This design comes from an exercise in tuning for small area and a short achievable clock period on the open sky130 flow, not from production work.
Function was checked by simulation only, so behaviour that the tests miss may differ from the original.
Power figures rest on the tool's default switching activity, not on a simulated workload.

lane 1:
==> flow/design.v <==
module rf_cell( clk, d, s, h, q );
	input clk, d, s, h;
	output reg q;
	always @( posedge clk )
		q <= ( d & s ) | ( q & h );
endmodule
module rf_aoi3( a1, a2, b1, b2, c1, c2, y );
	input a1, a2, b1, b2, c1, c2;
	output y;
	assign y = ~( ( a1 & a2 ) | ( b1 & b2 ) | ( c1 & c2 ) );
endmodule
module rf_rdbit( d, s, y );
	input [31:1] d, s;
	output y;
	wire [10:0] t;
	genvar k;
	generate
		for ( k = 0; k < 10; k = k + 1 ) begin : g
			rf_aoi3 u( .a1(d[3*k+1]), .a2(s[3*k+1]), .b1(d[3*k+2]), .b2(s[3*k+2]), .c1(d[3*k+3]), .c2(s[3*k+3]), .y(t[k]) );
		end
	endgenerate
	assign t[10] = ~( d[31] & s[31] );
	assign y = ~&t;
endmodule
module rf_2r1w( clk, we, wn, wd, rn1, rn2, rd1, rd2 );
	input clk, we;
	input [4:0] wn, rn1, rn2;
	input [31:0] wd;
	output [31:0] rd1, rd2;
	reg [31:1] ws, wh, s1, s2;
	integer i;
	always @* begin
		for ( i = 1; i < 32; i = i + 1 ) begin
			ws[i] = we & ( wn == i );
			wh[i] = ~ws[i];
			s1[i] = ( rn1 == i );
			s2[i] = ( rn2 == i );
		end
	end
	genvar b, j;
	generate
		for ( b = 0; b < 32; b = b + 1 ) begin : gb
			wire [31:1] col;
			for ( j = 1; j < 32; j = j + 1 ) begin : r
				rf_cell u( .clk(clk), .d(wd[b]), .s(ws[j]), .h(wh[j]), .q(col[j]) );
			end
			rf_rdbit p1( .d(col), .s(s1), .y(rd1[b]) );
			rf_rdbit p2( .d(col), .s(s2), .y(rd2[b]) );
		end
	endgenerate
endmodule
module mips_single( clk, rst, imem_addr, imem_rdata, dmem_addr, dmem_wdata, dmem_re, dmem_we, dmem_rdata,
                    rf_we, rf_waddr, rf_wdata );
	input clk, rst;
	output [31:0] imem_addr;
	input  [31:0] imem_rdata;
	output [31:0] dmem_addr, dmem_wdata;
	output dmem_re, dmem_we;
	input  [31:0] dmem_rdata;
	output rf_we;
	output [4:0] rf_waddr;
	output [31:0] rf_wdata;
	reg  [31:2] pc;
	wire [31:2] pc4 = pc + 30'd1;
	reg         m_taken;
	reg  [31:0] m_alu;
	always @( posedge clk ) begin
		if ( rst )
			pc <= 30'd0;
		else
			pc <= m_taken ? m_alu[31:2] : pc4;
	end
	assign imem_addr = { pc, 2'b00 };
	reg [31:0] d_ins;
	reg [31:2] d_pc4;
	reg        d_v;
	always @( posedge clk ) begin
		d_ins <= imem_rdata;
		d_pc4 <= pc4;
		d_v   <= ~rst;
	end
	wire [5:0]  op  = d_ins[31:26];
	wire [4:0]  rs  = d_ins[25:21];
	wire [4:0]  rt  = d_ins[20:16];
	wire [4:0]  rd  = d_ins[15:11];
	wire [15:0] imm = d_ins[15:0];
	wire [5:0]  fn  = d_ins[5:0];
	wire i_r   = ~( op[5] | op[3] | op[2] | op[1] );   
	wire i_lw  = op[5] & ~op[3];                       
	wire i_sw  = op[5] &  op[3];                       
	wire i_ori = op[3] & ~op[5];                       
	wire i_br  = op[2] & ~op[3];                       
	wire i_j   = op[1] & ~op[5];                       
	wire [4:0] wn   = i_r ? rd : rt;
	wire       wr   = d_v & ( i_r | i_ori | i_lw ) & ( wn != 5'd0 );
	wire c_sll = i_r & ~fn[5];
	wire c_log = ( i_r & fn[2] ) | i_ori;
	wire c_or  = fn[0] | i_ori;
	wire c_slt = i_r & fn[3];
	wire c_sub = i_r & fn[1];
	wire c_imm = i_ori | op[5] | i_br | i_j;
	wire c_ext = imm[15] & ~i_ori;
	wire c_jb  = i_br | i_j;
	wire [31:0] a_pc = { d_pc4[31:28], i_j ? 26'd0 : d_pc4[27:2], 2'b00 };
	wire [31:0] immv = i_j ? { 4'd0, d_ins[25:0], 2'b00 } :
	                   i_br ? { {14{imm[15]}}, imm, 2'b00 } : { {16{c_ext}}, imm };
	wire [31:0] rd1, rd2;
	reg         w_we;
	reg  [4:0]  w_n;
	reg  [31:0] w_data, rw_data_n;
	rf_2r1w RF( .clk(clk), .we(w_we), .wn(w_n), .wd(~rw_data_n), .rn1(rs), .rn2(rt), .rd1(rd1), .rd2(rd2) );
	wire [31:0] bsel = c_imm ? immv : rd2;
	wire        eq   = ( rd1 == rd2 );
	wire [31:0] bop  = bsel ^ {32{c_sub}};
	reg [31:0] e_a, e_b, e_bop;
	reg [4:0]  e_sh;
	reg        e_cin, e_sll, e_or, e_arith, e_slt, e_eq, e_bne;
	reg [4:0]  e_wn;
	reg        e_we, e_lw, e_sw, e_br, e_j;
	always @( posedge clk ) begin
		e_a <= c_jb ? a_pc : rd1;
		e_b <= rd2;
		e_bop <= bop;
		e_sh <= imm[10:6];
		e_cin <= c_sub;
		e_sll <= c_sll;
		e_or  <= c_or;
		e_arith <= ~( c_sll | c_log | c_slt );
		e_slt <= c_slt;
		e_eq  <= eq;
		e_bne <= op[0];
		e_wn <= wn;
		if ( rst ) begin
			e_we <= 1'b0; e_lw <= 1'b0; e_sw <= 1'b0; e_br <= 1'b0; e_j <= 1'b0;
		end else begin
			e_we <= wr; e_lw <= d_v & i_lw; e_sw <= d_v & i_sw; e_br <= d_v & i_br; e_j <= d_v & i_j;
		end
	end
	wire [32:0] sum33 = { e_a, 1'b1 } + { e_bop, e_cin };
	wire [31:0] sum   = sum33[32:1];
	wire [31:0] shl   = e_b << e_sh;
	wire [31:0] logv  = e_or ? ( e_a | e_bop ) : ( e_a & e_bop );
	wire [31:0] other = e_sll ? shl : e_slt ? 32'd0 : logv;
	wire        taken = e_j | ( e_br & ( e_eq ^ e_bne ) );
	wire [31:0] res   = e_arith ? sum : { other[31:1], other[0] | ( e_slt & sum[31] ) };
	reg [31:0] m_sd;
	reg [4:0]  m_wn;
	reg        m_we, m_lw, m_sw;
	reg        m_ld_n;   
	wire       m_ld = ~m_ld_n;
	always @( posedge clk ) begin
		m_alu <= res;
		m_sd  <= e_b;
		m_wn <= e_wn;
		if ( rst ) begin
			m_we <= 1'b0; m_lw <= 1'b0; m_sw <= 1'b0; m_taken <= 1'b0; m_ld_n <= 1'b1;
		end else begin
			m_we <= e_we; m_lw <= e_lw; m_sw <= e_sw; m_taken <= taken; m_ld_n <= ~e_lw;
		end
	end
	assign dmem_addr  = m_alu;
	assign dmem_wdata = m_sd;
	assign dmem_re    = m_lw;
	assign dmem_we    = m_sw;
	wire [31:0] wdata = m_ld ? dmem_rdata : m_alu;
	always @( posedge clk ) begin
		w_data <= wdata;
		rw_data_n <= ~wdata;
		w_n <= m_wn;
		if ( rst )
			w_we <= 1'b0;
		else
			w_we <= m_we;
	end
	assign rf_we    = w_we;
	assign rf_waddr = w_n;
	assign rf_wdata = w_data;
endmodule
==> flow/config.mk <==
export PLATFORM = sky130hd
export DESIGN_NAME = mips_single
export DESIGN_NICKNAME = mips_single
export VERILOG_FILES = /design/flow/design.v
export SDC_FILE = /design/flow/constraint.sdc
export NUM_CORES = 4
export LEC_CHECK = 0
export CAP_MARGIN = 20
export CORE_MARGIN = 2
export CORE_UTILIZATION = 50
export CTS_CLUSTER_DIAMETER = 80
export CTS_CLUSTER_SIZE = 20
export PLACE_DENSITY = 0.6
export SLEW_MARGIN = 20
export SYNTH_HIERARCHICAL = 1
export SYNTH_MINIMUM_KEEP_SIZE = 0
==> flow/constraint.sdc <==
create_clock -name core_clock -period 15.0 [get_ports {clk}]
set_input_delay 3.0000 -clock core_clock [delete_from_list [all_inputs] [get_ports {clk}]]
set_output_delay 3.0000 -clock core_clock [all_outputs]
set_load 0.01 [all_outputs]
standard.sh (not shown) runs the stock make flow with config.mk's settings and CLKGATE_MAP_FILE= SYNTH_SCRIPT=/design/flow/synth_recipe.tcl, a recipe that flattens the netlist after the stock synthesis.
==> flow/flow/run.sh <==
#!/bin/bash
# Standard ORFS layout (the standard.sh, synthesis unchanged), with:
#  - timing repair aimed below the 15 ns clock (setup margin), so the achieved
#    period is pushed towards what the design's IO paths allow;
#  - port buffers made from buf_2 cells instead of the default choice.
# Each make step's full output is in orfs/logs; the make output is in flow_make.log.
set -euo pipefail
bash standard.sh \
  SETUP_SLACK_MARGIN=10.7 \
  "BUFFER_PORTS_ARGS=-buffer_cell sky130_fd_sc_hd__buf_2" \
  finish > flow_make.log 2>&1
The following lists how lane 2 was set up differently from lane 1:
# lane 1
export LEC_CHECK = 0
export CAP_MARGIN = 20
export CORE_MARGIN = 2
export CORE_UTILIZATION = 50
export CTS_CLUSTER_DIAMETER = 80
export CTS_CLUSTER_SIZE = 20
export PLACE_DENSITY = 0.6
export SLEW_MARGIN = 20
export SYNTH_HIERARCHICAL = 1
export SYNTH_MINIMUM_KEEP_SIZE = 0
create_clock -name core_clock -period 15.0 [get_ports {clk}]
# lane 2
export LEC_CHECK = 0
export CAP_MARGIN = 20
export CORE_MARGIN = 2
export CORE_UTILIZATION = 60
export PLACE_DENSITY = 0.65
export SLEW_MARGIN = 20
export SYNTH_HIERARCHICAL = 1
export SYNTH_MINIMUM_KEEP_SIZE = 0
create_clock -name core_clock -period 15.0 [get_ports {clk}]
-- flow/flow/run.sh --
<<< lane 1, line 5
#  - port buffers made from buf_2 cells instead of the default choice.
>>> lane 2, line 5
#  - port buffers made from buf_1 cells instead of the default choice;
#  - clock tree with larger sink clusters and no dummy balancing loads.
<<< lane 1, line 10
  "BUFFER_PORTS_ARGS=-buffer_cell sky130_fd_sc_hd__buf_2" \
>>> lane 2, line 11
  "BUFFER_PORTS_ARGS=-buffer_cell sky130_fd_sc_hd__buf_1" \
  "CTS_ARGS=-sink_clustering_enable -repair_clock_nets -sink_clustering_size 20 -sink_clustering_max_diameter 80 -dont_use_dummy_load" \
Findings:
- The number of buffers inserted by hold repair at cts on lane 1 is in line with that on lane 2.
- The sequential portion of the cell area in lane 2 was higher than what lane 1 gave.
- Core util | lane 2 vs lane 1 | lane 2 higher
- Changes observed in lane 2 relative to lane 1: power share of the combinational group comparable, chip width now smaller, minimum clock period now smaller, clock network fraction of design power now smaller.
- Run comparison: lane 1 startpoint of the most critical setup path d_ins[22]; lane 2 startpoint of the most critical setup path d_ins[23]

-- what the ideal ports hide --
The flow's constraints put no driver on any port. The routed layouts listed below were extracted and timed again, unchanged, in two steps.
Step 1: set_driving_cell puts a clkbuf_16 on clk and a buf_2 on each other input, an assumption about the parent block.
Step 2 adds t to the input delays and takes it off the output delays; t is the mean of the earliest and latest rising clock arrival at the registers after step 1. Input paths then give back, and output paths get back, about the clock's delay inside the block.
a / b / c = ideal / step 1 / step 2; a / b = the first two.
run	shift t [ns]	setup slack, ns	worst setup path at the end	worst slew at a driven data input, ns	pins driven straight from the clock port
lane 1	0.774	10.434 / 10.434 / 10.434	register to register	0.08	1
lane 2	0.730	10.518 / 10.518 / 10.518	register to register	0.10	1
After both steps every run listed still meets setup and hold.
